Source: an optimization exercise on an open RTL-to-GDS flow (aim: small area, a short achievable clock period and few clock cycles per item). Production flows keep margins and buffers that such runs may drop.
In this exercise RTL edits were held to simulation tests only and were not proved equivalent to the original.

`constraint.sdc`:
```
create_clock -name core_clock -period 9.5 [get_ports {clk}]
set_input_delay 1.9000 -clock core_clock [delete_from_list [all_inputs] [get_ports {clk}]]
set_output_delay 1.9000 -clock core_clock [all_outputs]
set_load 0.01 [all_outputs]
```
`design.v`:
```
module sin_coeff_lut (
    input  logic [14:0] x,
    output logic [15:0] m3,
    output logic [3:0]  m2,
    output logic        m2ok
);
assign m3 = 16'(x >= 15'h657c) + 16'(x >= 15'h6df4) + 16'(x >= 15'h745c)
          + 16'(x >= 15'h799a) + 16'(x >= 15'h7e1c);
logic [15:1] t;
assign t[1] = x >= 15'h2a96;
assign t[2] = x >= 15'h3063;
assign t[3] = x >= 15'h3443;
assign t[4] = x >= 15'h3756;
assign t[5] = x >= 15'h39bc;
assign t[6] = x >= 15'h3bf5;
assign t[7] = x >= 15'h3dd5;
assign t[8] = x >= 15'h3f54;
assign t[9] = x >= 15'h40ea;
assign t[10] = x >= 15'h425e;
assign t[11] = x >= 15'h4382;
assign t[12] = x >= 15'h449e;
assign t[13] = x >= 15'h45b0;
assign t[14] = x >= 15'h46ba;
assign t[15] = x >= 15'h47bc;
assign m2[0] = (t[1] & ~t[2]) | (t[3] & ~t[4]) | (t[5] & ~t[6]) | (t[7] & ~t[8]) | (t[9] & ~t[10]) | (t[11] & ~t[12]) | (t[13] & ~t[14]) | t[15];
assign m2[1] = (t[2] & ~t[4]) | (t[6] & ~t[8]) | (t[10] & ~t[12]) | t[14];
assign m2[2] = (t[4] & ~t[8]) | t[12];
assign m2[3] = t[8];
assign m2ok = x < 15'h48b8;
endmodule
module sin_datapath (
    input  logic [14:0] ma,
    input  logic [7:0]  b_one,
    input  logic [7:0]  b_two,
    input  logic [6:0]  b_neg,
    input  logic [15:0] acc,
    input  logic        cadd,
    output logic [15:0] p,
    input  logic [14:0] a,
    output logic [12:0] t1
);
wire pp1 = ((b_one[0] & ma[0])) ^ b_neg[0];
wire pp2 = ((b_one[0] & ma[1]) | (b_two[0] & ma[0])) ^ b_neg[0];
wire pp3 = ((b_one[0] & ma[2]) | (b_two[0] & ma[1])) ^ b_neg[0];
wire pp4 = ((b_one[0] & ma[3]) | (b_two[0] & ma[2])) ^ b_neg[0];
wire pp5 = ((b_one[0] & ma[4]) | (b_two[0] & ma[3])) ^ b_neg[0];
wire pp6 = ((b_one[0] & ma[5]) | (b_two[0] & ma[4])) ^ b_neg[0];
wire pp7 = ((b_one[0] & ma[6]) | (b_two[0] & ma[5])) ^ b_neg[0];
wire pp8 = ((b_one[0] & ma[7]) | (b_two[0] & ma[6])) ^ b_neg[0];
wire pp9 = ((b_one[0] & ma[8]) | (b_two[0] & ma[7])) ^ b_neg[0];
wire pp10 = ((b_one[0] & ma[9]) | (b_two[0] & ma[8])) ^ b_neg[0];
wire pp11 = ((b_one[0] & ma[10]) | (b_two[0] & ma[9])) ^ b_neg[0];
wire pp12 = ((b_one[0] & ma[11]) | (b_two[0] & ma[10])) ^ b_neg[0];
wire pp13 = ((b_one[0] & ma[12]) | (b_two[0] & ma[11])) ^ b_neg[0];
wire pp14 = ((b_one[0] & ma[13]) | (b_two[0] & ma[12])) ^ b_neg[0];
wire pp15 = ((b_one[0] & ma[14]) | (b_two[0] & ma[13])) ^ b_neg[0];
wire pp16 = ((b_two[0] & ma[14])) ^ b_neg[0];
wire pp17 = ((b_one[1] & ma[0])) ^ b_neg[1];
wire pp18 = ((b_one[1] & ma[1]) | (b_two[1] & ma[0])) ^ b_neg[1];
wire pp19 = ((b_one[1] & ma[2]) | (b_two[1] & ma[1])) ^ b_neg[1];
wire pp20 = ((b_one[1] & ma[3]) | (b_two[1] & ma[2])) ^ b_neg[1];
wire pp21 = ((b_one[1] & ma[4]) | (b_two[1] & ma[3])) ^ b_neg[1];
wire pp22 = ((b_one[1] & ma[5]) | (b_two[1] & ma[4])) ^ b_neg[1];
wire pp23 = ((b_one[1] & ma[6]) | (b_two[1] & ma[5])) ^ b_neg[1];
wire pp24 = ((b_one[1] & ma[7]) | (b_two[1] & ma[6])) ^ b_neg[1];
wire pp25 = ((b_one[1] & ma[8]) | (b_two[1] & ma[7])) ^ b_neg[1];
wire pp26 = ((b_one[1] & ma[9]) | (b_two[1] & ma[8])) ^ b_neg[1];
wire pp27 = ((b_one[1] & ma[10]) | (b_two[1] & ma[9])) ^ b_neg[1];
wire pp28 = ((b_one[1] & ma[11]) | (b_two[1] & ma[10])) ^ b_neg[1];
wire pp29 = ((b_one[1] & ma[12]) | (b_two[1] & ma[11])) ^ b_neg[1];
wire pp30 = ((b_one[1] & ma[13]) | (b_two[1] & ma[12])) ^ b_neg[1];
wire pp31 = ((b_one[1] & ma[14]) | (b_two[1] & ma[13])) ^ b_neg[1];
wire pp32 = ((b_two[1] & ma[14])) ^ b_neg[1];
wire pp33 = ((b_one[2] & ma[0])) ^ b_neg[2];
wire pp34 = ((b_one[2] & ma[1]) | (b_two[2] & ma[0])) ^ b_neg[2];
wire pp35 = ((b_one[2] & ma[2]) | (b_two[2] & ma[1])) ^ b_neg[2];
wire pp36 = ((b_one[2] & ma[3]) | (b_two[2] & ma[2])) ^ b_neg[2];
wire pp37 = ((b_one[2] & ma[4]) | (b_two[2] & ma[3])) ^ b_neg[2];
wire pp38 = ((b_one[2] & ma[5]) | (b_two[2] & ma[4])) ^ b_neg[2];
wire pp39 = ((b_one[2] & ma[6]) | (b_two[2] & ma[5])) ^ b_neg[2];
wire pp40 = ((b_one[2] & ma[7]) | (b_two[2] & ma[6])) ^ b_neg[2];
wire pp41 = ((b_one[2] & ma[8]) | (b_two[2] & ma[7])) ^ b_neg[2];
wire pp42 = ((b_one[2] & ma[9]) | (b_two[2] & ma[8])) ^ b_neg[2];
wire pp43 = ((b_one[2] & ma[10]) | (b_two[2] & ma[9])) ^ b_neg[2];
wire pp44 = ((b_one[2] & ma[11]) | (b_two[2] & ma[10])) ^ b_neg[2];
wire pp45 = ((b_one[2] & ma[12]) | (b_two[2] & ma[11])) ^ b_neg[2];
wire pp46 = ((b_one[2] & ma[13]) | (b_two[2] & ma[12])) ^ b_neg[2];
wire pp47 = ((b_one[2] & ma[14]) | (b_two[2] & ma[13])) ^ b_neg[2];
wire pp48 = ((b_two[2] & ma[14])) ^ b_neg[2];
wire pp49 = ((b_one[3] & ma[0])) ^ b_neg[3];
wire pp50 = ((b_one[3] & ma[1]) | (b_two[3] & ma[0])) ^ b_neg[3];
wire pp51 = ((b_one[3] & ma[2]) | (b_two[3] & ma[1])) ^ b_neg[3];
wire pp52 = ((b_one[3] & ma[3]) | (b_two[3] & ma[2])) ^ b_neg[3];
wire pp53 = ((b_one[3] & ma[4]) | (b_two[3] & ma[3])) ^ b_neg[3];
wire pp54 = ((b_one[3] & ma[5]) | (b_two[3] & ma[4])) ^ b_neg[3];
wire pp55 = ((b_one[3] & ma[6]) | (b_two[3] & ma[5])) ^ b_neg[3];
wire pp56 = ((b_one[3] & ma[7]) | (b_two[3] & ma[6])) ^ b_neg[3];
wire pp57 = ((b_one[3] & ma[8]) | (b_two[3] & ma[7])) ^ b_neg[3];
wire pp58 = ((b_one[3] & ma[9]) | (b_two[3] & ma[8])) ^ b_neg[3];
wire pp59 = ((b_one[3] & ma[10]) | (b_two[3] & ma[9])) ^ b_neg[3];
wire pp60 = ((b_one[3] & ma[11]) | (b_two[3] & ma[10])) ^ b_neg[3];
wire pp61 = ((b_one[3] & ma[12]) | (b_two[3] & ma[11])) ^ b_neg[3];
wire pp62 = ((b_one[3] & ma[13]) | (b_two[3] & ma[12])) ^ b_neg[3];
wire pp63 = ((b_one[3] & ma[14]) | (b_two[3] & ma[13])) ^ b_neg[3];
wire pp64 = ((b_two[3] & ma[14])) ^ b_neg[3];
wire pp65 = ((b_one[4] & ma[0])) ^ b_neg[4];
wire pp66 = ((b_one[4] & ma[1]) | (b_two[4] & ma[0])) ^ b_neg[4];
wire pp67 = ((b_one[4] & ma[2]) | (b_two[4] & ma[1])) ^ b_neg[4];
wire pp68 = ((b_one[4] & ma[3]) | (b_two[4] & ma[2])) ^ b_neg[4];
wire pp69 = ((b_one[4] & ma[4]) | (b_two[4] & ma[3])) ^ b_neg[4];
wire pp70 = ((b_one[4] & ma[5]) | (b_two[4] & ma[4])) ^ b_neg[4];
wire pp71 = ((b_one[4] & ma[6]) | (b_two[4] & ma[5])) ^ b_neg[4];
wire pp72 = ((b_one[4] & ma[7]) | (b_two[4] & ma[6])) ^ b_neg[4];
wire pp73 = ((b_one[4] & ma[8]) | (b_two[4] & ma[7])) ^ b_neg[4];
wire pp74 = ((b_one[4] & ma[9]) | (b_two[4] & ma[8])) ^ b_neg[4];
wire pp75 = ((b_one[4] & ma[10]) | (b_two[4] & ma[9])) ^ b_neg[4];
wire pp76 = ((b_one[4] & ma[11]) | (b_two[4] & ma[10])) ^ b_neg[4];
wire pp77 = ((b_one[4] & ma[12]) | (b_two[4] & ma[11])) ^ b_neg[4];
wire pp78 = ((b_one[4] & ma[13]) | (b_two[4] & ma[12])) ^ b_neg[4];
wire pp79 = ((b_one[4] & ma[14]) | (b_two[4] & ma[13])) ^ b_neg[4];
wire pp80 = ((b_two[4] & ma[14])) ^ b_neg[4];
wire pp81 = ((b_one[5] & ma[0])) ^ b_neg[5];
wire pp82 = ((b_one[5] & ma[1]) | (b_two[5] & ma[0])) ^ b_neg[5];
wire pp83 = ((b_one[5] & ma[2]) | (b_two[5] & ma[1])) ^ b_neg[5];
wire pp84 = ((b_one[5] & ma[3]) | (b_two[5] & ma[2])) ^ b_neg[5];
wire pp85 = ((b_one[5] & ma[4]) | (b_two[5] & ma[3])) ^ b_neg[5];
wire pp86 = ((b_one[5] & ma[5]) | (b_two[5] & ma[4])) ^ b_neg[5];
wire pp87 = ((b_one[5] & ma[6]) | (b_two[5] & ma[5])) ^ b_neg[5];
wire pp88 = ((b_one[5] & ma[7]) | (b_two[5] & ma[6])) ^ b_neg[5];
wire pp89 = ((b_one[5] & ma[8]) | (b_two[5] & ma[7])) ^ b_neg[5];
wire pp90 = ((b_one[5] & ma[9]) | (b_two[5] & ma[8])) ^ b_neg[5];
wire pp91 = ((b_one[5] & ma[10]) | (b_two[5] & ma[9])) ^ b_neg[5];
wire pp92 = ((b_one[5] & ma[11]) | (b_two[5] & ma[10])) ^ b_neg[5];
wire pp93 = ((b_one[5] & ma[12]) | (b_two[5] & ma[11])) ^ b_neg[5];
wire pp94 = ((b_one[5] & ma[13]) | (b_two[5] & ma[12])) ^ b_neg[5];
wire pp95 = ((b_one[5] & ma[14]) | (b_two[5] & ma[13])) ^ b_neg[5];
wire pp96 = ((b_two[5] & ma[14])) ^ b_neg[5];
wire pp97 = ((b_one[6] & ma[0])) ^ b_neg[6];
wire pp98 = ((b_one[6] & ma[1]) | (b_two[6] & ma[0])) ^ b_neg[6];
wire pp99 = ((b_one[6] & ma[2]) | (b_two[6] & ma[1])) ^ b_neg[6];
wire pp100 = ((b_one[6] & ma[3]) | (b_two[6] & ma[2])) ^ b_neg[6];
wire pp101 = ((b_one[6] & ma[4]) | (b_two[6] & ma[3])) ^ b_neg[6];
wire pp102 = ((b_one[6] & ma[5]) | (b_two[6] & ma[4])) ^ b_neg[6];
wire pp103 = ((b_one[6] & ma[6]) | (b_two[6] & ma[5])) ^ b_neg[6];
wire pp104 = ((b_one[6] & ma[7]) | (b_two[6] & ma[6])) ^ b_neg[6];
wire pp105 = ((b_one[6] & ma[8]) | (b_two[6] & ma[7])) ^ b_neg[6];
wire pp106 = ((b_one[6] & ma[9]) | (b_two[6] & ma[8])) ^ b_neg[6];
wire pp107 = ((b_one[6] & ma[10]) | (b_two[6] & ma[9])) ^ b_neg[6];
wire pp108 = ((b_one[6] & ma[11]) | (b_two[6] & ma[10])) ^ b_neg[6];
wire pp109 = ((b_one[6] & ma[12]) | (b_two[6] & ma[11])) ^ b_neg[6];
wire pp110 = ((b_one[6] & ma[13]) | (b_two[6] & ma[12])) ^ b_neg[6];
wire pp111 = ((b_one[6] & ma[14]) | (b_two[6] & ma[13])) ^ b_neg[6];
wire pp112 = ((b_two[6] & ma[14])) ^ b_neg[6];
wire pp113 = (b_one[7] & ma[0]);
wire pp114 = (b_one[7] & ma[1]) | (b_two[7] & ma[0]);
wire pp115 = (b_one[7] & ma[2]) | (b_two[7] & ma[1]);
wire pp116 = (b_one[7] & ma[3]) | (b_two[7] & ma[2]);
wire pp117 = (b_one[7] & ma[4]) | (b_two[7] & ma[3]);
wire pp118 = (b_one[7] & ma[5]) | (b_two[7] & ma[4]);
wire pp119 = (b_one[7] & ma[6]) | (b_two[7] & ma[5]);
wire pp120 = (b_one[7] & ma[7]) | (b_two[7] & ma[6]);
wire pp121 = (b_one[7] & ma[8]) | (b_two[7] & ma[7]);
wire pp122 = (b_one[7] & ma[9]) | (b_two[7] & ma[8]);
wire pp123 = (b_one[7] & ma[10]) | (b_two[7] & ma[9]);
wire pp124 = (b_one[7] & ma[11]) | (b_two[7] & ma[10]);
wire pp125 = (b_one[7] & ma[12]) | (b_two[7] & ma[11]);
wire pp126 = (b_one[7] & ma[13]) | (b_two[7] & ma[12]);
wire pp127 = (b_one[7] & ma[14]) | (b_two[7] & ma[13]);
wire pp128 = (b_two[7] & ma[14]);
wire s129, c129;
sin_ha u129 (.a(pp9), .b(pp23), .s(s129), .co(c129));
wire s130, c130;
sin_ha u130 (.a(pp10), .b(pp24), .s(s130), .co(c130));
wire s131, c131;
sin_fa u131 (.a(pp11), .b(pp25), .c(pp39), .s(s131), .co(c131));
wire s132, c132;
sin_ha u132 (.a(pp53), .b(pp67), .s(s132), .co(c132));
wire s133, c133;
sin_fa u133 (.a(pp12), .b(pp26), .c(pp40), .s(s133), .co(c133));
wire s134, c134;
sin_ha u134 (.a(pp54), .b(pp68), .s(s134), .co(c134));
wire s135, c135;
sin_fa u135 (.a(pp13), .b(pp27), .c(pp41), .s(s135), .co(c135));
wire s136, c136;
sin_fa u136 (.a(pp55), .b(pp69), .c(pp83), .s(s136), .co(c136));
wire s137, c137;
sin_ha u137 (.a(pp97), .b(b_neg[6]), .s(s137), .co(c137));
wire s138, c138;
sin_fa u138 (.a(pp14), .b(pp28), .c(pp42), .s(s138), .co(c138));
wire s139, c139;
sin_fa u139 (.a(pp56), .b(pp70), .c(pp84), .s(s139), .co(c139));
wire s140, c140;
sin_ha u140 (.a(pp98), .b(cadd), .s(s140), .co(c140));
wire s141, c141;
sin_fa u141 (.a(pp15), .b(pp29), .c(pp43), .s(s141), .co(c141));
wire s142, c142;
sin_fa u142 (.a(pp57), .b(pp71), .c(pp85), .s(s142), .co(c142));
wire s143, c143;
sin_fa u143 (.a(pp99), .b(pp113), .c(cadd), .s(s143), .co(c143));
wire s144, c144;
sin_fa u144 (.a(pp16), .b(pp30), .c(pp44), .s(s144), .co(c144));
wire s145, c145;
sin_fa u145 (.a(pp58), .b(pp72), .c(pp86), .s(s145), .co(c145));
wire s146, c146;
sin_fa u146 (.a(pp100), .b(pp114), .c(acc[0]), .s(s146), .co(c146));
wire s147, c147;
sin_fa u147 (.a(b_neg[0]), .b(pp31), .c(pp45), .s(s147), .co(c147));
wire s148, c148;
sin_fa u148 (.a(pp59), .b(pp73), .c(pp87), .s(s148), .co(c148));
wire s149, c149;
sin_fa u149 (.a(pp101), .b(pp115), .c(acc[1]), .s(s149), .co(c149));
wire s150, c150;
sin_fa u150 (.a(b_neg[0]), .b(pp32), .c(pp46), .s(s150), .co(c150));
wire s151, c151;
sin_fa u151 (.a(pp60), .b(pp74), .c(pp88), .s(s151), .co(c151));
wire s152, c152;
sin_fa u152 (.a(pp102), .b(pp116), .c(acc[2]), .s(s152), .co(c152));
wire s153, c153;
sin_fa u153 (.a(~b_neg[0]), .b(~b_neg[1]), .c(pp47), .s(s153), .co(c153));
wire s154, c154;
sin_fa u154 (.a(pp61), .b(pp75), .c(pp89), .s(s154), .co(c154));
wire s155, c155;
sin_fa u155 (.a(pp103), .b(pp117), .c(acc[3]), .s(s155), .co(c155));
wire s156, c156;
sin_fa u156 (.a(pp48), .b(pp62), .c(pp76), .s(s156), .co(c156));
wire s157, c157;
sin_fa u157 (.a(pp90), .b(pp104), .c(pp118), .s(s157), .co(c157));
wire s158 = ~acc[4];
wire s159, c159;
sin_fa u159 (.a(~b_neg[2]), .b(pp63), .c(pp77), .s(s159), .co(c159));
wire s160, c160;
sin_fa u160 (.a(pp91), .b(pp105), .c(pp119), .s(s160), .co(c160));
wire s161, c161;
sin_fa u161 (.a(pp64), .b(pp78), .c(pp92), .s(s161), .co(c161));
wire s162, c162;
sin_ha u162 (.a(pp106), .b(pp120), .s(s162), .co(c162));
wire s163, c163;
sin_fa u163 (.a(~b_neg[3]), .b(pp79), .c(pp93), .s(s163), .co(c163));
wire s164, c164;
sin_ha u164 (.a(pp80), .b(pp94), .s(s164), .co(c164));
wire s165, c165;
sin_ha u165 (.a(pp5), .b(pp19), .s(s165), .co(c165));
wire s166, c166;
sin_ha u166 (.a(pp6), .b(pp20), .s(s166), .co(c166));
wire s167, c167;
sin_fa u167 (.a(pp7), .b(pp21), .c(pp35), .s(s167), .co(c167));
wire s168, c168;
sin_ha u168 (.a(pp49), .b(b_neg[3]), .s(s168), .co(c168));
wire s169, c169;
sin_fa u169 (.a(pp8), .b(pp22), .c(pp36), .s(s169), .co(c169));
wire s170, c170;
sin_ha u170 (.a(pp50), .b(cadd), .s(s170), .co(c170));
wire s171, c171;
sin_fa u171 (.a(s129), .b(pp37), .c(pp51), .s(s171), .co(c171));
wire s172, c172;
sin_fa u172 (.a(pp65), .b(b_neg[4]), .c(cadd), .s(s172), .co(c172));
wire s173, c173;
sin_fa u173 (.a(s130), .b(pp38), .c(pp52), .s(s173), .co(c173));
wire s174, c174;
sin_fa u174 (.a(pp66), .b(cadd), .c(c129), .s(s174), .co(c174));
wire s175, c175;
sin_fa u175 (.a(s131), .b(s132), .c(pp81), .s(s175), .co(c175));
wire s176, c176;
sin_fa u176 (.a(b_neg[5]), .b(cadd), .c(c130), .s(s176), .co(c176));
wire s177, c177;
sin_fa u177 (.a(s133), .b(s134), .c(pp82), .s(s177), .co(c177));
wire s178, c178;
sin_fa u178 (.a(cadd), .b(c131), .c(c132), .s(s178), .co(c178));
wire s179, c179;
sin_fa u179 (.a(s135), .b(s136), .c(s137), .s(s179), .co(c179));
wire s180, c180;
sin_fa u180 (.a(cadd), .b(c133), .c(c134), .s(s180), .co(c180));
wire s181, c181;
sin_fa u181 (.a(s138), .b(s139), .c(s140), .s(s181), .co(c181));
wire s182, c182;
sin_fa u182 (.a(c135), .b(c136), .c(c137), .s(s182), .co(c182));
wire s183, c183;
sin_fa u183 (.a(s141), .b(s142), .c(s143), .s(s183), .co(c183));
wire s184, c184;
sin_fa u184 (.a(c138), .b(c139), .c(c140), .s(s184), .co(c184));
wire s185, c185;
sin_fa u185 (.a(s144), .b(s145), .c(s146), .s(s185), .co(c185));
wire s186, c186;
sin_fa u186 (.a(c141), .b(c142), .c(c143), .s(s186), .co(c186));
wire s187, c187;
sin_fa u187 (.a(s147), .b(s148), .c(s149), .s(s187), .co(c187));
wire s188, c188;
sin_fa u188 (.a(c144), .b(c145), .c(c146), .s(s188), .co(c188));
wire s189, c189;
sin_fa u189 (.a(s150), .b(s151), .c(s152), .s(s189), .co(c189));
wire s190, c190;
sin_fa u190 (.a(c147), .b(c148), .c(c149), .s(s190), .co(c190));
wire s191, c191;
sin_fa u191 (.a(s153), .b(s154), .c(s155), .s(s191), .co(c191));
wire s192, c192;
sin_fa u192 (.a(c150), .b(c151), .c(c152), .s(s192), .co(c192));
wire s193, c193;
sin_fa u193 (.a(s156), .b(s157), .c(s158), .s(s193), .co(c193));
wire s194, c194;
sin_fa u194 (.a(c153), .b(c154), .c(c155), .s(s194), .co(c194));
wire s195, c195;
sin_fa u195 (.a(s159), .b(s160), .c(acc[5]), .s(s195), .co(c195));
wire s196, c196;
sin_fa u196 (.a(c156), .b(c157), .c(acc[4]), .s(s196), .co(c196));
wire s197, c197;
sin_fa u197 (.a(s161), .b(s162), .c(acc[6]), .s(s197), .co(c197));
wire s198 = ~(c159 ^ c160);
wire c199 = c159 | c160;
wire s200, c200;
sin_fa u200 (.a(s163), .b(pp107), .c(pp121), .s(s200), .co(c200));
wire s201, c201;
sin_fa u201 (.a(acc[7]), .b(c161), .c(c162), .s(s201), .co(c201));
wire s202, c202;
sin_fa u202 (.a(s164), .b(pp108), .c(pp122), .s(s202), .co(c202));
wire s203 = ~(acc[8] ^ c163);
wire c204 = acc[8] | c163;
wire s205, c205;
sin_fa u205 (.a(~b_neg[4]), .b(pp95), .c(pp109), .s(s205), .co(c205));
wire s206, c206;
sin_fa u206 (.a(pp123), .b(acc[9]), .c(c164), .s(s206), .co(c206));
wire s207, c207;
sin_fa u207 (.a(pp96), .b(pp110), .c(pp124), .s(s207), .co(c207));
wire s208 = ~acc[10];
wire s209, c209;
sin_fa u209 (.a(~b_neg[5]), .b(pp111), .c(pp125), .s(s209), .co(c209));
wire s210, c210;
sin_ha u210 (.a(pp112), .b(pp126), .s(s210), .co(c210));
wire s211, c211;
sin_ha u211 (.a(pp3), .b(pp17), .s(s211), .co(c211));
wire s212, c212;
sin_ha u212 (.a(pp4), .b(pp18), .s(s212), .co(c212));
wire s213, c213;
sin_fa u213 (.a(s165), .b(pp33), .c(b_neg[2]), .s(s213), .co(c213));
wire s214, c214;
sin_fa u214 (.a(s166), .b(pp34), .c(cadd), .s(s214), .co(c214));
wire s215, c215;
sin_fa u215 (.a(s167), .b(s168), .c(cadd), .s(s215), .co(c215));
wire s216, c216;
sin_fa u216 (.a(s169), .b(s170), .c(c167), .s(s216), .co(c216));
wire s217, c217;
sin_fa u217 (.a(s171), .b(s172), .c(c169), .s(s217), .co(c217));
wire s218, c218;
sin_fa u218 (.a(s173), .b(s174), .c(c171), .s(s218), .co(c218));
wire s219, c219;
sin_fa u219 (.a(s175), .b(s176), .c(c173), .s(s219), .co(c219));
wire s220, c220;
sin_fa u220 (.a(s177), .b(s178), .c(c175), .s(s220), .co(c220));
wire s221, c221;
sin_fa u221 (.a(s179), .b(s180), .c(c177), .s(s221), .co(c221));
wire s222, c222;
sin_fa u222 (.a(s181), .b(s182), .c(c179), .s(s222), .co(c222));
wire s223, c223;
sin_fa u223 (.a(s183), .b(s184), .c(c181), .s(s223), .co(c223));
wire s224, c224;
sin_fa u224 (.a(s185), .b(s186), .c(c183), .s(s224), .co(c224));
wire s225, c225;
sin_fa u225 (.a(s187), .b(s188), .c(c185), .s(s225), .co(c225));
wire s226, c226;
sin_fa u226 (.a(s189), .b(s190), .c(c187), .s(s226), .co(c226));
wire s227, c227;
sin_fa u227 (.a(s191), .b(s192), .c(c189), .s(s227), .co(c227));
wire s228, c228;
sin_fa u228 (.a(s193), .b(s194), .c(c191), .s(s228), .co(c228));
wire s229, c229;
sin_fa u229 (.a(s195), .b(s196), .c(c193), .s(s229), .co(c229));
wire s230, c230;
sin_fa u230 (.a(s197), .b(s198), .c(c195), .s(s230), .co(c230));
wire s231, c231;
sin_fa u231 (.a(s200), .b(s201), .c(c197), .s(s231), .co(c231));
wire s232, c232;
sin_fa u232 (.a(s202), .b(s203), .c(c200), .s(s232), .co(c232));
wire s233, c233;
sin_fa u233 (.a(s205), .b(s206), .c(c202), .s(s233), .co(c233));
wire s234, c234;
sin_fa u234 (.a(s207), .b(s208), .c(c205), .s(s234), .co(c234));
wire s235, c235;
sin_fa u235 (.a(s209), .b(acc[11]), .c(c207), .s(s235), .co(c235));
wire s236 = ~(s210 ^ acc[12]);
wire c237 = s210 | acc[12];
wire s238, c238;
sin_fa u238 (.a(~b_neg[6]), .b(pp127), .c(acc[13]), .s(s238), .co(c238));
wire s239, c239;
sin_ha u239 (.a(pp128), .b(acc[14]), .s(s239), .co(c239));
wire s240, c240;
sin_ha u240 (.a(pp1), .b(b_neg[0]), .s(s240), .co(c240));
wire s241, c241;
sin_ha u241 (.a(pp2), .b(cadd), .s(s241), .co(c241));
wire s242, c242;
sin_fa u242 (.a(s211), .b(b_neg[1]), .c(cadd), .s(s242), .co(c242));
wire s243, c243;
sin_fa u243 (.a(s212), .b(cadd), .c(c211), .s(s243), .co(c243));
wire s244, c244;
sin_fa u244 (.a(s213), .b(cadd), .c(c212), .s(s244), .co(c244));
wire s245, c245;
sin_fa u245 (.a(s214), .b(c165), .c(c213), .s(s245), .co(c245));
wire s246, c246;
sin_fa u246 (.a(s215), .b(c166), .c(c214), .s(s246), .co(c246));
wire s247, c247;
sin_fa u247 (.a(s216), .b(c168), .c(c215), .s(s247), .co(c247));
wire s248, c248;
sin_fa u248 (.a(s217), .b(c170), .c(c216), .s(s248), .co(c248));
wire s249, c249;
sin_fa u249 (.a(s218), .b(c172), .c(c217), .s(s249), .co(c249));
wire s250, c250;
sin_fa u250 (.a(s219), .b(c174), .c(c218), .s(s250), .co(c250));
wire s251, c251;
sin_fa u251 (.a(s220), .b(c176), .c(c219), .s(s251), .co(c251));
wire s252, c252;
sin_fa u252 (.a(s221), .b(c178), .c(c220), .s(s252), .co(c252));
wire s253, c253;
sin_fa u253 (.a(s222), .b(c180), .c(c221), .s(s253), .co(c253));
wire s254, c254;
sin_fa u254 (.a(s223), .b(c182), .c(c222), .s(s254), .co(c254));
wire s255, c255;
sin_fa u255 (.a(s224), .b(c184), .c(c223), .s(s255), .co(c255));
wire s256, c256;
sin_fa u256 (.a(s225), .b(c186), .c(c224), .s(s256), .co(c256));
wire s257, c257;
sin_fa u257 (.a(s226), .b(c188), .c(c225), .s(s257), .co(c257));
wire s258, c258;
sin_fa u258 (.a(s227), .b(c190), .c(c226), .s(s258), .co(c258));
wire s259, c259;
sin_fa u259 (.a(s228), .b(c192), .c(c227), .s(s259), .co(c259));
wire s260, c260;
sin_fa u260 (.a(s229), .b(c194), .c(c228), .s(s260), .co(c260));
wire s261, c261;
sin_fa u261 (.a(s230), .b(c196), .c(c229), .s(s261), .co(c261));
wire s262, c262;
sin_fa u262 (.a(s231), .b(c199), .c(c230), .s(s262), .co(c262));
wire s263, c263;
sin_fa u263 (.a(s232), .b(c201), .c(c231), .s(s263), .co(c263));
wire s264, c264;
sin_fa u264 (.a(s233), .b(c204), .c(c232), .s(s264), .co(c264));
wire s265, c265;
sin_fa u265 (.a(s234), .b(c206), .c(c233), .s(s265), .co(c265));
wire s266, c266;
sin_fa u266 (.a(s235), .b(acc[10]), .c(c234), .s(s266), .co(c266));
wire s267, c267;
sin_fa u267 (.a(s236), .b(c209), .c(c235), .s(s267), .co(c267));
wire s268, c268;
sin_fa u268 (.a(s238), .b(c210), .c(c237), .s(s268), .co(c268));
wire s269 = ~(s239 ^ c238);
wire c270 = s239 | c238;
wire s271 = ~(acc[15] ^ c239);
wire c272 = acc[15] | c239;
wire [30:0] pa = {s271, s269, s268, s267, s266, s265, s264, s263, s262, s261, s260, s259, s258, s257, s256, s255, s254, s253, s252, s251, s250, s249, s248, s247, s246, s245, s244, s243, s242, s241, s240};
wire [30:0] pb = {c270, c268, c267, c266, c265, c264, c263, c262, c261, c260, c259, c258, c257, c256, c255, c254, c253, c252, c251, c250, c249, c248, c247, c246, c245, c244, c243, c242, c241, c240, cadd};
wire [30:0] ps;
assign ps[14:0] = 15'd0;
sin_add31 add (.a(pa), .b(pb), .s(ps[30:15]));
assign p = ps[30:15];
wire s100001, c100001;
sin_ha u100001 (.a(a[12]), .b(a[10]), .s(s100001), .co(c100001));
wire s100002, c100002;
sin_fa u100002 (.a(a[13]), .b(a[11]), .c(a[9]), .s(s100002), .co(c100002));
wire s100003, c100003;
sin_fa u100003 (.a(a[14]), .b(a[12]), .c(a[10]), .s(s100003), .co(c100003));
wire s100004, c100004;
sin_ha u100004 (.a(a[13]), .b(a[11]), .s(s100004), .co(c100004));
wire s100005, c100005;
sin_ha u100005 (.a(a[14]), .b(a[12]), .s(s100005), .co(c100005));
wire s100006, c100006;
sin_ha u100006 (.a(a[8]), .b(a[6]), .s(s100006), .co(c100006));
wire s100007, c100007;
sin_fa u100007 (.a(a[9]), .b(a[7]), .c(a[5]), .s(s100007), .co(c100007));
wire s100008, c100008;
sin_fa u100008 (.a(a[10]), .b(a[8]), .c(a[6]), .s(s100008), .co(c100008));
wire s100009, c100009;
sin_ha u100009 (.a(a[4]), .b(a[2]), .s(s100009), .co(c100009));
wire s100010, c100010;
sin_fa u100010 (.a(a[11]), .b(a[9]), .c(a[7]), .s(s100010), .co(c100010));
wire s100011, c100011;
sin_fa u100011 (.a(a[5]), .b(a[3]), .c(a[1]), .s(s100011), .co(c100011));
wire s100012, c100012;
sin_fa u100012 (.a(s100001), .b(a[8]), .c(a[6]), .s(s100012), .co(c100012));
wire s100013, c100013;
sin_fa u100013 (.a(a[4]), .b(a[2]), .c(a[0]), .s(s100013), .co(c100013));
wire s100014, c100014;
sin_fa u100014 (.a(s100002), .b(a[7]), .c(a[5]), .s(s100014), .co(c100014));
wire s100015, c100015;
sin_fa u100015 (.a(a[3]), .b(a[1]), .c(c100001), .s(s100015), .co(c100015));
wire s100016, c100016;
sin_fa u100016 (.a(s100003), .b(a[8]), .c(a[6]), .s(s100016), .co(c100016));
wire s100017, c100017;
sin_fa u100017 (.a(a[4]), .b(a[2]), .c(c100002), .s(s100017), .co(c100017));
wire s100018, c100018;
sin_fa u100018 (.a(s100004), .b(a[9]), .c(a[7]), .s(s100018), .co(c100018));
wire s100019, c100019;
sin_fa u100019 (.a(a[5]), .b(a[3]), .c(c100003), .s(s100019), .co(c100019));
wire s100020, c100020;
sin_fa u100020 (.a(s100005), .b(a[10]), .c(a[8]), .s(s100020), .co(c100020));
wire s100021, c100021;
sin_fa u100021 (.a(a[6]), .b(a[4]), .c(c100004), .s(s100021), .co(c100021));
wire s100022, c100022;
sin_fa u100022 (.a(a[13]), .b(a[11]), .c(a[9]), .s(s100022), .co(c100022));
wire s100023, c100023;
sin_fa u100023 (.a(a[7]), .b(a[5]), .c(c100005), .s(s100023), .co(c100023));
wire s100024, c100024;
sin_fa u100024 (.a(a[14]), .b(a[12]), .c(a[10]), .s(s100024), .co(c100024));
wire s100025, c100025;
sin_ha u100025 (.a(a[8]), .b(a[6]), .s(s100025), .co(c100025));
wire s100026, c100026;
sin_fa u100026 (.a(a[13]), .b(a[11]), .c(a[9]), .s(s100026), .co(c100026));
wire s100027, c100027;
sin_ha u100027 (.a(a[14]), .b(a[12]), .s(s100027), .co(c100027));
wire s100028, c100028;
sin_ha u100028 (.a(a[6]), .b(a[4]), .s(s100028), .co(c100028));
wire s100029, c100029;
sin_fa u100029 (.a(a[7]), .b(a[5]), .c(a[3]), .s(s100029), .co(c100029));
wire s100030, c100030;
sin_fa u100030 (.a(s100006), .b(a[4]), .c(a[2]), .s(s100030), .co(c100030));
wire s100031, c100031;
sin_fa u100031 (.a(s100007), .b(a[3]), .c(a[1]), .s(s100031), .co(c100031));
wire s100032, c100032;
sin_fa u100032 (.a(s100008), .b(s100009), .c(a[0]), .s(s100032), .co(c100032));
wire s100033, c100033;
sin_fa u100033 (.a(s100010), .b(s100011), .c(c100008), .s(s100033), .co(c100033));
wire s100034, c100034;
sin_fa u100034 (.a(s100012), .b(s100013), .c(c100010), .s(s100034), .co(c100034));
wire s100035, c100035;
sin_fa u100035 (.a(s100014), .b(s100015), .c(c100012), .s(s100035), .co(c100035));
wire s100036, c100036;
sin_fa u100036 (.a(s100016), .b(s100017), .c(c100014), .s(s100036), .co(c100036));
wire s100037, c100037;
sin_fa u100037 (.a(s100018), .b(s100019), .c(c100016), .s(s100037), .co(c100037));
wire s100038, c100038;
sin_fa u100038 (.a(s100020), .b(s100021), .c(c100018), .s(s100038), .co(c100038));
wire s100039, c100039;
sin_fa u100039 (.a(s100022), .b(s100023), .c(c100020), .s(s100039), .co(c100039));
wire s100040, c100040;
sin_fa u100040 (.a(s100024), .b(s100025), .c(c100022), .s(s100040), .co(c100040));
wire s100041, c100041;
sin_fa u100041 (.a(s100026), .b(a[7]), .c(c100024), .s(s100041), .co(c100041));
wire s100042, c100042;
sin_fa u100042 (.a(s100027), .b(a[10]), .c(a[8]), .s(s100042), .co(c100042));
wire s100043, c100043;
sin_fa u100043 (.a(a[13]), .b(a[11]), .c(a[9]), .s(s100043), .co(c100043));
wire s100044, c100044;
sin_ha u100044 (.a(a[14]), .b(a[12]), .s(s100044), .co(c100044));
wire s100045, c100045;
sin_ha u100045 (.a(a[4]), .b(a[2]), .s(s100045), .co(c100045));
wire s100046, c100046;
sin_fa u100046 (.a(a[5]), .b(a[3]), .c(a[1]), .s(s100046), .co(c100046));
wire s100047, c100047;
sin_fa u100047 (.a(s100028), .b(a[2]), .c(a[0]), .s(s100047), .co(c100047));
wire s100048, c100048;
sin_fa u100048 (.a(s100029), .b(a[1]), .c(c100028), .s(s100048), .co(c100048));
wire s100049, c100049;
sin_fa u100049 (.a(s100030), .b(a[0]), .c(c100029), .s(s100049), .co(c100049));
wire s100050, c100050;
sin_fa u100050 (.a(s100031), .b(c100006), .c(c100030), .s(s100050), .co(c100050));
wire s100051, c100051;
sin_fa u100051 (.a(s100032), .b(c100007), .c(c100031), .s(s100051), .co(c100051));
wire s100052, c100052;
sin_fa u100052 (.a(s100033), .b(c100009), .c(c100032), .s(s100052), .co(c100052));
wire s100053, c100053;
sin_fa u100053 (.a(s100034), .b(c100011), .c(c100033), .s(s100053), .co(c100053));
wire s100054, c100054;
sin_fa u100054 (.a(s100035), .b(c100013), .c(c100034), .s(s100054), .co(c100054));
wire s100055, c100055;
sin_fa u100055 (.a(s100036), .b(c100015), .c(c100035), .s(s100055), .co(c100055));
wire s100056, c100056;
sin_fa u100056 (.a(s100037), .b(c100017), .c(c100036), .s(s100056), .co(c100056));
wire s100057, c100057;
sin_fa u100057 (.a(s100038), .b(c100019), .c(c100037), .s(s100057), .co(c100057));
wire s100058, c100058;
sin_fa u100058 (.a(s100039), .b(c100021), .c(c100038), .s(s100058), .co(c100058));
wire s100059, c100059;
sin_fa u100059 (.a(s100040), .b(c100023), .c(c100039), .s(s100059), .co(c100059));
wire s100060, c100060;
sin_fa u100060 (.a(s100041), .b(c100025), .c(c100040), .s(s100060), .co(c100060));
wire s100061, c100061;
sin_fa u100061 (.a(s100042), .b(c100026), .c(c100041), .s(s100061), .co(c100061));
wire s100062, c100062;
sin_fa u100062 (.a(s100043), .b(c100027), .c(c100042), .s(s100062), .co(c100062));
wire s100063, c100063;
sin_fa u100063 (.a(s100044), .b(a[10]), .c(c100043), .s(s100063), .co(c100063));
wire s100064, c100064;
sin_fa u100064 (.a(a[13]), .b(a[11]), .c(c100044), .s(s100064), .co(c100064));
wire s100065, c100065;
sin_ha u100065 (.a(a[14]), .b(a[12]), .s(s100065), .co(c100065));
wire [27:0] t1w_a = {1'b0, a[14], a[13], s100065, s100064, s100063, s100062, s100061, s100060, s100059, s100058, s100057, s100056, s100055, s100054, s100053, s100052, s100051, s100050, s100049, s100048, s100047, s100046, s100045, a[3], a[2], a[1], a[0]};
wire [27:0] t1w_b = {1'b0, 1'b0, c100065, c100064, c100063, c100062, c100061, c100060, c100059, c100058, c100057, c100056, c100055, c100054, c100053, c100052, c100051, c100050, c100049, c100048, c100047, c100046, c100045, a[0], a[1], a[0], 1'b0, 1'b0};
wire [27:0] t1w_s = t1w_a + t1w_b;
wire [12:0] t1w = t1w_s[27:15];
assign t1 = t1w;
endmodule
module sin_fa (
    input  logic a,
    input  logic b,
    input  logic c,
    output logic s,
    output logic co
);
assign s  = a ^ b ^ c;
assign co = (a & b) | (a & c) | (b & c);
endmodule
module sin_ha (
    input  logic a,
    input  logic b,
    output logic s,
    output logic co
);
assign s  = a ^ b;
assign co = a & b;
endmodule
module sin_add31 (
    input  logic [30:0] a,
    input  logic [30:0] b,
    output logic [15:0] s
);
logic [30:0] p, g;
assign p = a ^ b;
assign g = a & b;
wire gg1 = g[1] | (p[1] & g[0]);
wire gg2 = g[3] | (p[3] & g[2]);
wire pp2 = p[3] & p[2];
wire gg3 = g[5] | (p[5] & g[4]);
wire pp3 = p[5] & p[4];
wire gg4 = g[7] | (p[7] & g[6]);
wire pp4 = p[7] & p[6];
wire gg5 = g[9] | (p[9] & g[8]);
wire pp5 = p[9] & p[8];
wire gg6 = g[11] | (p[11] & g[10]);
wire pp6 = p[11] & p[10];
wire gg7 = g[13] | (p[13] & g[12]);
wire pp7 = p[13] & p[12];
wire gg8 = g[15] | (p[15] & g[14]);
wire pp8 = p[15] & p[14];
wire gg9 = g[17] | (p[17] & g[16]);
wire pp9 = p[17] & p[16];
wire gg10 = g[19] | (p[19] & g[18]);
wire pp10 = p[19] & p[18];
wire gg11 = g[21] | (p[21] & g[20]);
wire pp11 = p[21] & p[20];
wire gg12 = g[23] | (p[23] & g[22]);
wire pp12 = p[23] & p[22];
wire gg13 = g[25] | (p[25] & g[24]);
wire pp13 = p[25] & p[24];
wire gg14 = g[27] | (p[27] & g[26]);
wire pp14 = p[27] & p[26];
wire gg15 = g[29] | (p[29] & g[28]);
wire pp15 = p[29] & p[28];
wire gg16 = g[2] | (p[2] & gg1);
wire gg17 = gg2 | (pp2 & gg1);
wire gg18 = g[6] | (p[6] & gg3);
wire pp18 = p[6] & pp3;
wire gg19 = gg4 | (pp4 & gg3);
wire pp19 = pp4 & pp3;
wire gg20 = g[10] | (p[10] & gg5);
wire pp20 = p[10] & pp5;
wire gg21 = gg6 | (pp6 & gg5);
wire pp21 = pp6 & pp5;
wire gg22 = g[14] | (p[14] & gg7);
wire pp22 = p[14] & pp7;
wire gg23 = gg8 | (pp8 & gg7);
wire pp23 = pp8 & pp7;
wire gg24 = g[18] | (p[18] & gg9);
wire pp24 = p[18] & pp9;
wire gg25 = gg10 | (pp10 & gg9);
wire pp25 = pp10 & pp9;
wire gg26 = g[22] | (p[22] & gg11);
wire pp26 = p[22] & pp11;
wire gg27 = gg12 | (pp12 & gg11);
wire pp27 = pp12 & pp11;
wire gg28 = g[26] | (p[26] & gg13);
wire pp28 = p[26] & pp13;
wire gg29 = gg14 | (pp14 & gg13);
wire pp29 = pp14 & pp13;
wire gg30 = g[30] | (p[30] & gg15);
wire pp30 = p[30] & pp15;
wire gg31 = g[4] | (p[4] & gg17);
wire gg32 = gg3 | (pp3 & gg17);
wire gg33 = gg18 | (pp18 & gg17);
wire gg34 = gg19 | (pp19 & gg17);
wire gg35 = g[12] | (p[12] & gg21);
wire pp35 = p[12] & pp21;
wire gg36 = gg7 | (pp7 & gg21);
wire pp36 = pp7 & pp21;
wire gg37 = gg22 | (pp22 & gg21);
wire pp37 = pp22 & pp21;
wire gg38 = gg23 | (pp23 & gg21);
wire pp38 = pp23 & pp21;
wire gg39 = g[20] | (p[20] & gg25);
wire pp39 = p[20] & pp25;
wire gg40 = gg11 | (pp11 & gg25);
wire pp40 = pp11 & pp25;
wire gg41 = gg26 | (pp26 & gg25);
wire pp41 = pp26 & pp25;
wire gg42 = gg27 | (pp27 & gg25);
wire pp42 = pp27 & pp25;
wire gg43 = g[28] | (p[28] & gg29);
wire pp43 = p[28] & pp29;
wire gg44 = gg15 | (pp15 & gg29);
wire pp44 = pp15 & pp29;
wire gg45 = gg30 | (pp30 & gg29);
wire pp45 = pp30 & pp29;
wire gg46 = g[8] | (p[8] & gg34);
wire gg47 = gg5 | (pp5 & gg34);
wire gg48 = gg20 | (pp20 & gg34);
wire gg49 = gg21 | (pp21 & gg34);
wire gg50 = gg35 | (pp35 & gg34);
wire gg51 = gg36 | (pp36 & gg34);
wire gg52 = gg37 | (pp37 & gg34);
wire gg53 = gg38 | (pp38 & gg34);
wire gg54 = g[24] | (p[24] & gg42);
wire pp54 = p[24] & pp42;
wire gg55 = gg13 | (pp13 & gg42);
wire pp55 = pp13 & pp42;
wire gg56 = gg28 | (pp28 & gg42);
wire pp56 = pp28 & pp42;
wire gg57 = gg29 | (pp29 & gg42);
wire pp57 = pp29 & pp42;
wire gg58 = gg43 | (pp43 & gg42);
wire pp58 = pp43 & pp42;
wire gg59 = gg44 | (pp44 & gg42);
wire pp59 = pp44 & pp42;
wire gg60 = gg45 | (pp45 & gg42);
wire pp60 = pp45 & pp42;
wire gg61 = g[16] | (p[16] & gg53);
wire gg62 = gg9 | (pp9 & gg53);
wire gg63 = gg24 | (pp24 & gg53);
wire gg64 = gg25 | (pp25 & gg53);
wire gg65 = gg39 | (pp39 & gg53);
wire gg66 = gg40 | (pp40 & gg53);
wire gg67 = gg41 | (pp41 & gg53);
wire gg68 = gg42 | (pp42 & gg53);
wire gg69 = gg54 | (pp54 & gg53);
wire gg70 = gg55 | (pp55 & gg53);
wire gg71 = gg56 | (pp56 & gg53);
wire gg72 = gg57 | (pp57 & gg53);
wire gg73 = gg58 | (pp58 & gg53);
wire gg74 = gg59 | (pp59 & gg53);
wire gg75 = gg60 | (pp60 & gg53);
assign s = {p[30] ^ gg74, p[29] ^ gg73, p[28] ^ gg72, p[27] ^ gg71, p[26] ^ gg70, p[25] ^ gg69, p[24] ^ gg68, p[23] ^ gg67, p[22] ^ gg66, p[21] ^ gg65, p[20] ^ gg64, p[19] ^ gg63, p[18] ^ gg62, p[17] ^ gg61, p[16] ^ gg53, p[15] ^ gg52};
endmodule
module sin (
    input  logic        clk,
    input  logic        rst_n,
    input  logic [15:0] x,
    input  logic        start,
    output logic [15:0] result,
    output logic        done
);
logic [4:1]  st;
logic [14:0] ra, bnext;
logic [7:0]  b_one, b_two, n_one, n_two;
logic [6:0]  b_neg, n_neg;
logic [12:0] t1;
logic [15:0] acc, p, m3, rslow;
logic        selp;
logic [2:0]  m3r;
logic [3:0]  m2s, m2r;
logic        m2ok;
logic        zero, lng, med, lngr, medr;
assign zero = x[14:0] < 15'h0748;     
assign lng  = ~m2ok;                  
assign med  = ~zero & ~lng;           
always_ff @(posedge clk) begin
    lngr <= lng;
    medr <= med;
end
always_ff @(posedge clk or negedge rst_n) begin
    if (!rst_n) begin
        st <= 4'b0000;
    end else begin
        st <= {st[3], st[2] & lngr, st[1], done & start & ~zero};
    end
end
assign done = ~|st;
sin_coeff_lut lut (.x(x[14:0]), .m3(m3), .m2(m2s), .m2ok(m2ok));
assign acc = (st[4] | (st[2] & medr)) ? result : 16'h0000;
sin_datapath datapath (.ma(ra), .b_one(b_one), .b_two(b_two), .b_neg(b_neg), .acc(acc), .cadd(st[2] & medr), .p(p),
                       .a(ra), .t1(t1));
always_comb begin
    if (st[1])      bnext = {2'b00, t1};
    else if (st[2]) bnext = 15'h0666;
    else if (done)  bnext = x[14:0];
    else            bnext = result[14:0];
end
sin_booth_enc enc (.b(bnext), .one(n_one), .two(n_two), .neg(n_neg));
assign selp = (st[1] & lngr) | (st[2] & medr) | st[4];
sin_rsel rsel (.start(done & start), .med(st[1] & medr), .x(x[14:0]), .result(result), .ra(ra),
               .m2(m2r), .m3(m3r), .r(rslow));
always_ff @(posedge clk) begin
    ra    <= done ? x[14:0] : p[14:0];
    b_one <= n_one;
    b_two <= n_two;
    b_neg <= n_neg ^ {7{st[1] & medr}};    
    m3r   <= m3[2:0];
    m2r   <= m2s;
end
always_ff @(posedge clk) begin
    if ((done & start) | (st[1] & medr) | st[3] | selp) result <= selp ? p : rslow;
end
endmodule
module sin_booth_enc (
    input  logic [14:0] b,
    output logic [7:0]  one,
    output logic [7:0]  two,
    output logic [6:0]  neg
);
logic [16:0] e;
assign e = {1'b0, b, 1'b0};
always_comb begin
    for (int i = 0; i < 8; i++) begin
        one[i] = e[2*i+1] ^ e[2*i];
        two[i] = (e[2*i+2] & ~e[2*i+1] & ~e[2*i]) | (~e[2*i+2] & e[2*i+1] & e[2*i]);
    end
    for (int i = 0; i < 7; i++) neg[i] = e[2*i+2];
end
endmodule
module sin_rsel (
    input  logic        start,
    input  logic        med,
    input  logic [14:0] x,
    input  logic [15:0] result,
    input  logic [14:0] ra,
    input  logic [3:0]  m2,
    input  logic [2:0]  m3,
    output logic [15:0] r
);
always_comb begin
    if (start)    r = {1'b0, x};
    else if (med) r = result + {12'b0, m2};
    else          r = {1'b0, x} - {1'b0, ra} - {13'b0, m3};
end
endmodule
```
`config.mk`:
```
export PLATFORM = sky130hd
export DESIGN_NAME = sin
export DESIGN_NICKNAME = sin
export VERILOG_FILES = /design/flow/design.v
export SDC_FILE = /design/flow/constraint.sdc
export NUM_CORES = 4
export LEC_CHECK = 0
export CAP_MARGIN = 20
export CORE_MARGIN = 2
export CORE_UTILIZATION = 40
export CTS_BUF_LIST = sky130_fd_sc_hd__clkbuf_4 sky130_fd_sc_hd__clkbuf_8
export SETUP_SLACK_MARGIN = 4.0
export SLEW_MARGIN = 20
export SYNTH_HIERARCHICAL = 1
export SYNTH_MINIMUM_KEEP_SIZE = 0
```
`run.sh`:
```
#!/bin/bash
# synth_recipe.tcl (not shown) runs the flow's synth.tcl, then flattens the netlist and writes it again
# the make line also repeats each setting of config.mk as NAME=value (left out here)
make -C /OpenROAD-flow-scripts/flow DESIGN_CONFIG=/design/flow/config.mk WORK_HOME=/design/flow/orfs CLKGATE_MAP_FILE= SYNTH_SCRIPT=/design/flow/synth_recipe.tcl finish
```
==> results of run 1 <==
[area by class of cell]
cell class                 instances  share of cell area [%]
clock buffer                      11                   0.997
inverter                          96                    2.47
timing repair buffer              75                    5.41
sequential                        67                    10.8
multi-input combinational       1127                    75.9
tap                              442                    3.80
clock inverter                     5                   0.576
[routing by layer]
| layer | global-route usage [%] | vias to the layer above | routed length, µm |
|---|---|---|---|
| li1 | - | 4883 | - |
| met1 | 30.3 | 5203 | 17100 |
| met2 | 35.8 | 395 | 17500 |
| met3 | 2.75 | 62 | 2450 |
| met4 | 7.05 | 0 | 1090 |
| met5 | 0 | - | 0 |
[sequential cells by signal, summed over array words and instances, names as in the netlist]
name	cells
b_neg	7
b_one	8
b_two	8
lngr	1
m2r	4
m3r	3
medr	1
ra	15
result	16
st	4
[cell usage in the layout (no fill, tap or decap), drive strengths merged, types with 6 or more instances in the layout]
master / n
a211oi: 8
a21o: 26
a21oi: 66
a221o: 8
a22o: 16
a22oi: 104
and2: 13
and3: 6
buf: 40
clkbuf: 12
clkdlybuf4s50: 34
dfxtp: 47
edfxtp: 16
fa: 175
ha: 120
inv: 98
mux2: 26
nand2: 76
nand2b: 25
nand3: 21
nand3b: 6
nand4: 9
nor2: 46
nor2b: 20
nor3: 20
o2111ai: 6
o211ai: 9
o21a: 10
o21ai: 50
o221a: 6
o311ai: 6
xnor2: 151
xor2: 19
[metrics by stage]
step                setup WS, ps  hold WS (ps)
finish                      4110           437
global route                3900           452
CTS                         4010           437
detailed placement          3290           417
global placement            3270           410
floorplan                   4090           349
[repair_timing]
item,CTS,global route
gates cloned,0,1
resized for setup,41,37
hold buffers,0,0
pin swaps,0,5
setup endpoints to repair,46,35
buffers inserted,2,8
[worst max-delay path, delay by kind of cell (launching register included)]
kind,cells,cell delay (ps)
DFF,1,390
AOI/OAI and AO/OA,5,1140
muxes,1,290
and+or+nand+nor,2,240
buffers and inverters,1,250
adders and majority gates,5,2380
xor gates and xnor gates,2,440
[worst max path at each step]
stage,startpoint,to,slack (ps)
final,ra[4],result[8],4110
after global routing,b_one[0],result[5],3900
after CTS,ra[14],b_two[5],4010
after detailed placement,ra[10],result[13],3290
after global placement,ra[10],result[13],3270
after floorplan,ra[5],result[8],4090
==> summary.txt, run 1 <==
status=no timing/DRC/antenna violations; worst r2r src=ra[4]; core area=approximately 33000 µm²; Synth Warn #=9; Hold Path Origin=st[3]; Root Driver=clkbuf_8; Crit-path slowest cell=fa_1; critical path data required time=roughly 9600 ps; H-tree depth=3; Routed WL per cell=20.9 µm; clock insertion delay at the later pin of the skew report=~350 ps; dpl cells=about 1.8k; clk_skew=14.5 ps; crit path DAT=between 5000 and 6000 ps; crit-path cells=buf_8 > a22oi_1 > xnor2_1 > fa_1 > fa_1 > fa_1 > fa_1 > ha_1 > nand3_1 > nor2_1 > o211ai_1 > o211a_4 > o31ai_4 > o21ai_0 > xnor2_1 > mux2_4; final cell area excluding filler cells=14600 µm²; Layout fillers=3148; Final Net Count=about 1.7k; die height=about 190 µm; Area growth syn-to-layout=9.35%; Antenna Cells=0; syn nets=approximately 1.7k; initial antenna violation count=0; clock sinks=67; number of global-route vias before repair=10.9k; Initial Utilization=40.8%; ANT nets after route=0; kind of critical path=register to register; CP endpoint kind=register; gr usage total=21.9%; grt total ovfl=0; setup slack, reg-to-reg=roughly 4000 ps; die width=about 190 µm; Cell Rows=between 60 and 70; Detailed Place HPWL=about 28 mm; layout cells sized above 1=between 10% and 20%; CTS clk-pin slew, worst paths=~80 ps; storage element area=about 1600 µm²; hold violation count in the final report=0; area of the multi-input gates=11100 µm²; Peak Freq=roughly 190 MHz; Hold WC Path Type=register to register; Worst Path Max Fanout=23; # Max-Cap Violations=0; Vias=between 10k and 15k; hold endpoint=st[4]; startpoint types=register; Hold Crit Depth=0; CTS max path bufs=2; most frequent CP cell=fa_1; Cells after Synth=between 1k and 1.5k; Worst-Margin Slew=approximately 940 ps; synthesized area=13300 µm²; TritonRoute pass-1 iters=5; die area=34800 µm²; TNS Setup=0 ps; Placed Area=approximately 14000 µm²; Vias per Instance=5.78; Max Slew Vio Count=0; RSZ-0062 raised after global routing=true; GP Congestion=about 0.88; relative slew slack=a little under two fifths; Final setup viols=0; Layout Cells excl Fill=between 1.5k and 2k; # IOs=36; CTS tree=yes; largest net degree at the start of global routing=25; Tmin final=around 5400 ps; Util after Layout=44.6%; drc violations=0; RR Endpoint=result[8]; global-route wire length before repair=roughly 61 mm; R2R cell count=16; TritonCTS buffer count=9; critical path's largest stage delay=530 ps; mean post-synth cell area=9.63 µm²; DR iter-0 viols=830; IO Port Bufs=34; Routed Wire Length=approximately 38 mm; period utilization=a little under three fifths
Testbench counts, summed over its fixed seeds: cycles 1,428, items 384.
==> run 2: changes to the inputs <==
--- a/config.mk
+++ b/config.mk
@@ -8,5 +8,5 @@
 export CAP_MARGIN = 20
 export CORE_MARGIN = 2
-export CORE_UTILIZATION = 40
+export CORE_UTILIZATION = 50
 export CTS_BUF_LIST = sky130_fd_sc_hd__clkbuf_4 sky130_fd_sc_hd__clkbuf_8
 export SETUP_SLACK_MARGIN = 4.0
==> run 2 against run 1 <==
Net effect:
- highest routed layer unchanged
- critical endpoint unchanged
- critical path depth did not move
- synthesized area did not move
- routed wire length rose by 3.8%
- sequential share of layout area rose by 0.057 points
==> summary.txt, run 2 <==
Tmin final=roughly 5300 ps; GP Congestion=~0.9; Final Net Count=around 1.7k; Top reg by flops=result; Antenna Cells=0; Layout Cells excl Fill=~1.7k; CP endpoint kind=register; layout cells sized above 1=12.2%; Peak Freq=roughly 190 MHz; crit-path cells=buf_12 > a22oi_1 > xnor2_1 > fa_1 > fa_1 > fa_1 > fa_1 > ha_1 > nand3_1 > nor2_1 > o211ai_1 > o211a_4 > o31ai_4 > o21ai_0 > xnor2_1 > mux2_4; Worst Path Max Fanout=22; CTS clk-pin slew, worst paths=about 90 ps; most common cell after layout, fill and taps aside=fa_1; TNS Setup=0 ps; most frequent CP cell=fa_1; CTS tree=yes; status=no timing/DRC/antenna violations; CTS max path bufs=2; Area growth syn-to-layout=9.99%; number of global-route vias before repair=~11k; Cell Rows=59; commonest non-fill, non-tap cells in the layout=fa_1, xnor2_1, ha_1; critical path's largest stage delay=around 570 ps; TritonCTS buffer count=9; Crit-path slowest cell=fa_1; RSZ-0062 raised after global routing=true; gr usage total=about 28%; Routed Wire Length=slightly below 40 mm; Synth Warn #=9; max FFs per register=16; Worst-Margin Slew=923 ps; Hold WC Path Type=register to register; TritonRoute pass-1 iters=5; Vias=about 11k; Vias per Instance=6.26; Util after Layout=56.0%; initial antenna violation count=0; # IOs=36; die height=about 170 µm; critical path data required time=~9600 ps; largest net degree at the start of global routing=29; global-route wire length before repair=between 60 and 70 mm; die width=around 170 µm; Layout fillers=about 2.4k; Final setup viols=0; clk_skew=9.76 ps; H-tree depth=3; Initial Utilization=51.0%; synthesized area=about 13000 µm²; syn nets=1697; crit path DAT=between 5000 and 6000 ps; relative slew slack=a little under two fifths; setup slack, reg-to-reg=~4200 ps; mean post-synth cell area=roughly 9.6 µm²; Max Slew Vio Count=0; ANT nets after route=0; DR iter-0 viols=1048; top flop regs=result: 16 flops, ra: 15 flops; period utilization=around 56%; drc violations=0; Detailed Place HPWL=approximately 28 mm; Root Driver=clkbuf_8; core area=between 20000 and 30000 µm²; # Max-Cap Violations=0; grt total ovfl=0; Routed WL per cell=~23 µm; clock insertion delay at the later pin of the skew report=between 300 and 400 ps; startpoint types=register; kind of critical path=register to register; clock sinks=67; hold violation count in the final report=0; Cells after Synth=about 1.4k; die area=roughly 28000 µm²; dpl cells=1695; IO Port Bufs=34
## run 2: cell types whose count changed in the layout (fill, tap and decap cells not counted), sizes merged
cell      change
clkbuf        +5
bufinv        -1
clkinvlp      +2
clkinv        -1
buf           +1
inv           +2
## run 2: worst max-delay path: cells and delay by family, from the launching register on
family	cells	cell delay, ps
fa+ha+maj	5	2390
compound gates	5	1040
flops	1	440
xor+xnor	2	400
simple gates	2	290
mux	1	290
buf+inv	1	230
## run 2: final timing paths
path                            start   endpoint  cells after the start
min in group asynchronous       rst_n      st[1]                      1
worst max register to register  ra[1]  result[8]                     16
max in group asynchronous       rst_n      st[3]                      1
worst max-delay path            ra[1]  result[8]                     16
worst min-delay path            st[3]      st[4]                      0
worst min register to register  st[3]      st[4]                      0
## run 2: per-stage QoR
step	instance area, µm²	setup slack, ps	hold WS, ps
6_report	14600	4160	436
5_1_grt	14600	3920	476
4_1_cts	14200	4000	440
3_5_place_dp	13900	3390	417
3_3_place_gp	13900	3470	419
2_1_floorplan	13300	4090	349
## run 2: final cells by class
type,count,area (µm²),area share (%)
clock inverter,7,82.6,0.564
inverter,96,360,2.46
sequential,67,1590,10.9
clock buffer,9,124,0.846
tap,335,419,2.86
timing repair buffer,83,1010,6.89
multi-input combinational,1127,11100,75.5
## run 2: metal layers
layer | track usage (%) | wire length (µm) | share of wire [%]
met5 | 0 | 0 | 0
met4 | 6.73 | 739 | 1.9
met3 | 4.28 | 2940 | 7.4
met2 | 45.8 | 18700 | 47
met1 | 39.7 | 17100 | 43
## run 2: repair_timing
action	4_1_cts	5_1_grt
setup endpoints to repair	46	40
pin swaps	2	7
gates cloned	0	8
hold buffers	0	0
setup buffers	2	3
resized for setup	44	54
==> run 3: changes to the inputs <==
--- a/design.v
+++ b/design.v
@@ -750,13 +750,10 @@
 logic [15:0] acc, p, m3, rslow;
 logic        selp;
-logic [2:0]  m3r;
-logic [3:0]  m2s, m2r;
+logic [3:0]  m2s, mr;
 logic        m2ok;
-logic        zero, lng, med, lngr, medr;
+logic        zero, med, medr;
 assign zero = x[14:0] < 15'h0748;     
-assign lng  = ~m2ok;                  
-assign med  = ~zero & ~lng;           
+assign med  = ~zero & m2ok;           
 always_ff @(posedge clk) begin
-    lngr <= lng;
     medr <= med;
 end
@@ -765,5 +762,5 @@
         st <= 4'b0000;
     end else begin
-        st <= {st[3], st[2] & lngr, st[1], done & start & ~zero};
+        st <= {st[3], st[2] & ~medr, st[1], done & start & ~zero};
     end
 end
@@ -780,7 +777,6 @@
 end
 sin_booth_enc enc (.b(bnext), .one(n_one), .two(n_two), .neg(n_neg));
-assign selp = (st[1] & lngr) | (st[2] & medr) | st[4];
-sin_rsel rsel (.start(done & start), .med(st[1] & medr), .x(x[14:0]), .result(result), .ra(ra),
-               .m2(m2r), .m3(m3r), .r(rslow));
+assign selp = (st[1] & ~medr) | (st[2] & medr) | st[4];
+sin_rsel rsel (.med(st[1] & medr), .sub(st[3]), .x(x[14:0]), .ra(ra), .mr(mr), .r(rslow));
 always_ff @(posedge clk) begin
     ra    <= done ? x[14:0] : p[14:0];
@@ -788,6 +784,5 @@
     b_two <= n_two;
     b_neg <= n_neg ^ {7{st[1] & medr}};    
-    m3r   <= m3[2:0];
-    m2r   <= m2s;
+    mr    <= med ? m2s : {1'b0, m3[2:0]};
 end
 always_ff @(posedge clk) begin
@@ -812,17 +807,18 @@
 endmodule
 module sin_rsel (
-    input  logic        start,
     input  logic        med,
+    input  logic        sub,
     input  logic [14:0] x,
-    input  logic [15:0] result,
     input  logic [14:0] ra,
-    input  logic [3:0]  m2,
-    input  logic [2:0]  m3,
+    input  logic [3:0]  mr,
     output logic [15:0] r
 );
+logic [15:0] am, z;
+assign am = {1'b0, ra} + {12'b0, mr};      
 always_comb begin
-    if (start)    r = {1'b0, x};
-    else if (med) r = result + {12'b0, m2};
-    else          r = {1'b0, x} - {1'b0, ra} - {13'b0, m3};
+    if (med)      z = {12'b0, mr};         
+    else if (sub) z = ~am;                 
+    else          z = 16'h0000;
 end
+assign r = {1'b0, x} + z + {15'b0, sub & ~med};
 endmodule
--- a/config.mk
+++ b/config.mk
@@ -8,5 +8,5 @@
 export CAP_MARGIN = 20
 export CORE_MARGIN = 2
-export CORE_UTILIZATION = 50
+export CORE_UTILIZATION = 40
 export CTS_BUF_LIST = sky130_fd_sc_hd__clkbuf_4 sky130_fd_sc_hd__clkbuf_8
 export SETUP_SLACK_MARGIN = 4.0
==> run 3 against run 2 <==
Net effect:
- still clean
- utilization down 11 points
- setup slack gained 13 ps
- global-route usage shrank 5.6 points
- via count decreased by 3.4%
- clock skew up 9.1 ps
- maximum frequency rose by 0.24%
- routed wire length is 6.1% lower
- non-clock buffer count is the same
- critical path depth is the same
- flip-flop and latch count decreased by 4
- largest cell class unchanged
==> summary.txt, run 3 <==
crit-path cells=buf_12 > a22oi_1 > xnor2_1 > fa_1 > fa_1 > fa_1 > fa_1 > ha_1 > nand3_1 > nor2_2 > o211ai_1 > o211a_4 > o31ai_4 > o21ai_0 > xnor2_1 > mux2_2; cell family with most CP delay=adder cells; global-route wire length before repair=about 59 mm; Antenna Cells=0; grt total ovfl=0; TNS Setup=0 ps; Critical Path Start=ra[3]; Area growth syn-to-layout=9.85%; syn nets=~1.7k; critical path data required time=9610 ps; period utilization=a little under three fifths; RSZ-0062 raised after global routing=true; # IOs=36; sum of buffers and inverters on the critical path=1; kind of critical path=register to register; TritonCTS buffer count=9; die area=about 33000 µm²; clock insertion delay at the later pin of the skew report=approximately 370 ps; Cell Rows=65; Crit-path slowest cell=fa_1; Final setup viols=0; startpoint types=register; ANT nets after route=0; mean post-synth cell area=9.44 µm²; Final Net Count=1654; Vias per Instance=between 5 and 6; TritonRoute pass-1 iters=5; Vias=10.4k; Critical path destination=result[8]; clk_skew=between 15 and 20 ps; commonest non-fill, non-tap cells in the layout=fa_1, xnor2_1, nand2_1; RR Endpoint=result[8]; CTS max path bufs=2; H-tree depth=3; most common cell after layout, fill and taps aside=fa_1; status=no timing/DRC/antenna violations; crit path DAT=between 5000 and 6000 ps; most frequent CP cell=fa_1; setup slack, reg-to-reg=4180 ps; gr usage total=a little under a quarter; hold violation count in the final report=0; layout cells sized above 1=roughly 11%; IO Port Bufs=34; Detailed Place HPWL=about 26 mm; worst r2r src=ra[3]; DR iter-0 viols=roughly 960; # Max-Cap Violations=0; Hold WC Path Type=register to register; relative slew slack=between 30% and 40%; CP endpoint kind=register; path length in cells of the critical path=16; Root Driver=clkbuf_8; Worst Path Max Fanout=23; die width=183 µm; Cells after Synth=1356; critical path's largest stage delay=510 ps; largest net degree at the start of global routing=27; synthesized area=between 10000 and 15000 µm²; die height=about 180 µm; core area=about 32000 µm²; drc violations=0; Max Slew Vio Count=0; Worst-Margin Slew=~930 ps; GP Congestion=between 0.8 and 0.9; Top reg by flops=result; Synth Warn #=9; final cell area excluding filler cells=14100 µm²; Initial Utilization=40.6%; number of global-route vias before repair=10.7k; CTS clk-pin slew, worst paths=~70 ps; top flop regs=result: 16 flops, ra: 15 flops; Peak Freq=~190 MHz; initial antenna violation count=1; clock sinks=between 60 and 70; max FFs per register=16; Tmin final=about 5300 ps; R2R cell count=16; Placed Area=between 10000 and 15000 µm²; Routed Wire Length=roughly 37 mm; Routed WL per cell=about 21 µm; CTS tree=yes
==> run 3: area by class of cell <==
type | count | area [µm²]
well taps | 402 | 503
clock inverters | 4 | 68.8
repair buffers | 83 | 881
fillers | 3048 | 17500
clock buffers | 12 | 159
flip-flops and latches | 63 | 1510
multi-input cells | 1140 | 10700
inverters | 59 | 229
==> run 3: metrics by stage <==
step / instances / utilization (%) / setup slack (ps) / hold WS (ps)
after global routing: 1763 / 44.6 / 3960 / 498
final: 1763 / 44.6 / 4180 / 469
after CTS: 1755 / 43.8 / 4020 / 470
after global placement: 1734 / 42.6 / 3320 / 453
after floorplan: 1356 / - / 4030 / 388
after detailed placement: 1734 / 42.6 / 3250 / 447
==> run 3: what timing repair did <==
action	CTS	global route
gates resized for setup	47	38
hold buffers	0	0
hold endpoints to repair	0	0
pin swaps	0	8
cloned	0	3
setup buffers	5	5
endpoints found under the setup margin	46	21
==> run 3: routing by layer <==
layer / routed length [µm] / vias to the layer above / part of all wire, % / GRT usage [%]
met4: 586 / 2 / 1.6 / 5.06
met5: 13 / - / 0.035 / 0
met1: 16800 / 5209 / 45 / 32.0
met3: 2450 / 41 / 6.6 / 3.51
li1: - / 4764 / - / -
met2: 17200 / 399 / 46 / 36.4
==> run 3: worst min path at each step <==
stage,from,end,cells after the start
after floorplan,st[1],st[2],0
after global placement,st[3],st[4],0
after detailed placement,st[3],st[4],0
after CTS,st[3],st[4],0
after global routing,st[3],st[4],0
final,st[3],st[4],0
Testbench counts of run 3, summed over its fixed seeds: cycles 1,428, items 384.

-- static timing again, ports no longer ideal --
No port has a modelled driver above. Below, the same layouts with a new extraction and two added sets of constraints.
Step 1 sets driving cells, clkbuf_16 on the clock port and buf_2 on the other inputs (assumed; they add their load-dependent delay and slew).
Step 2 moves the port delays by t, midway between the first and last clock arrival at a register: inputs arrive t later, outputs are due t later. That takes back most of the time a late clock gives input paths.
Slacks: no drivers / after step 1 / after step 2; pairs: no drivers / after step 1.
run	shift t [ns]	setup slack, ns	worst setup path at the end
run 1	0.383	4.113 / 4.113 / 4.035	input to register
run 2	0.406	4.164 / 4.164 / 3.973	input to register
run 3	0.394	4.177 / 4.177 / 3.985	input to register
After both steps every run listed still meets setup and hold. The setup slack of run 3, which loses most, moves by 0.000 ns with the drivers and by -0.192 ns with both steps.
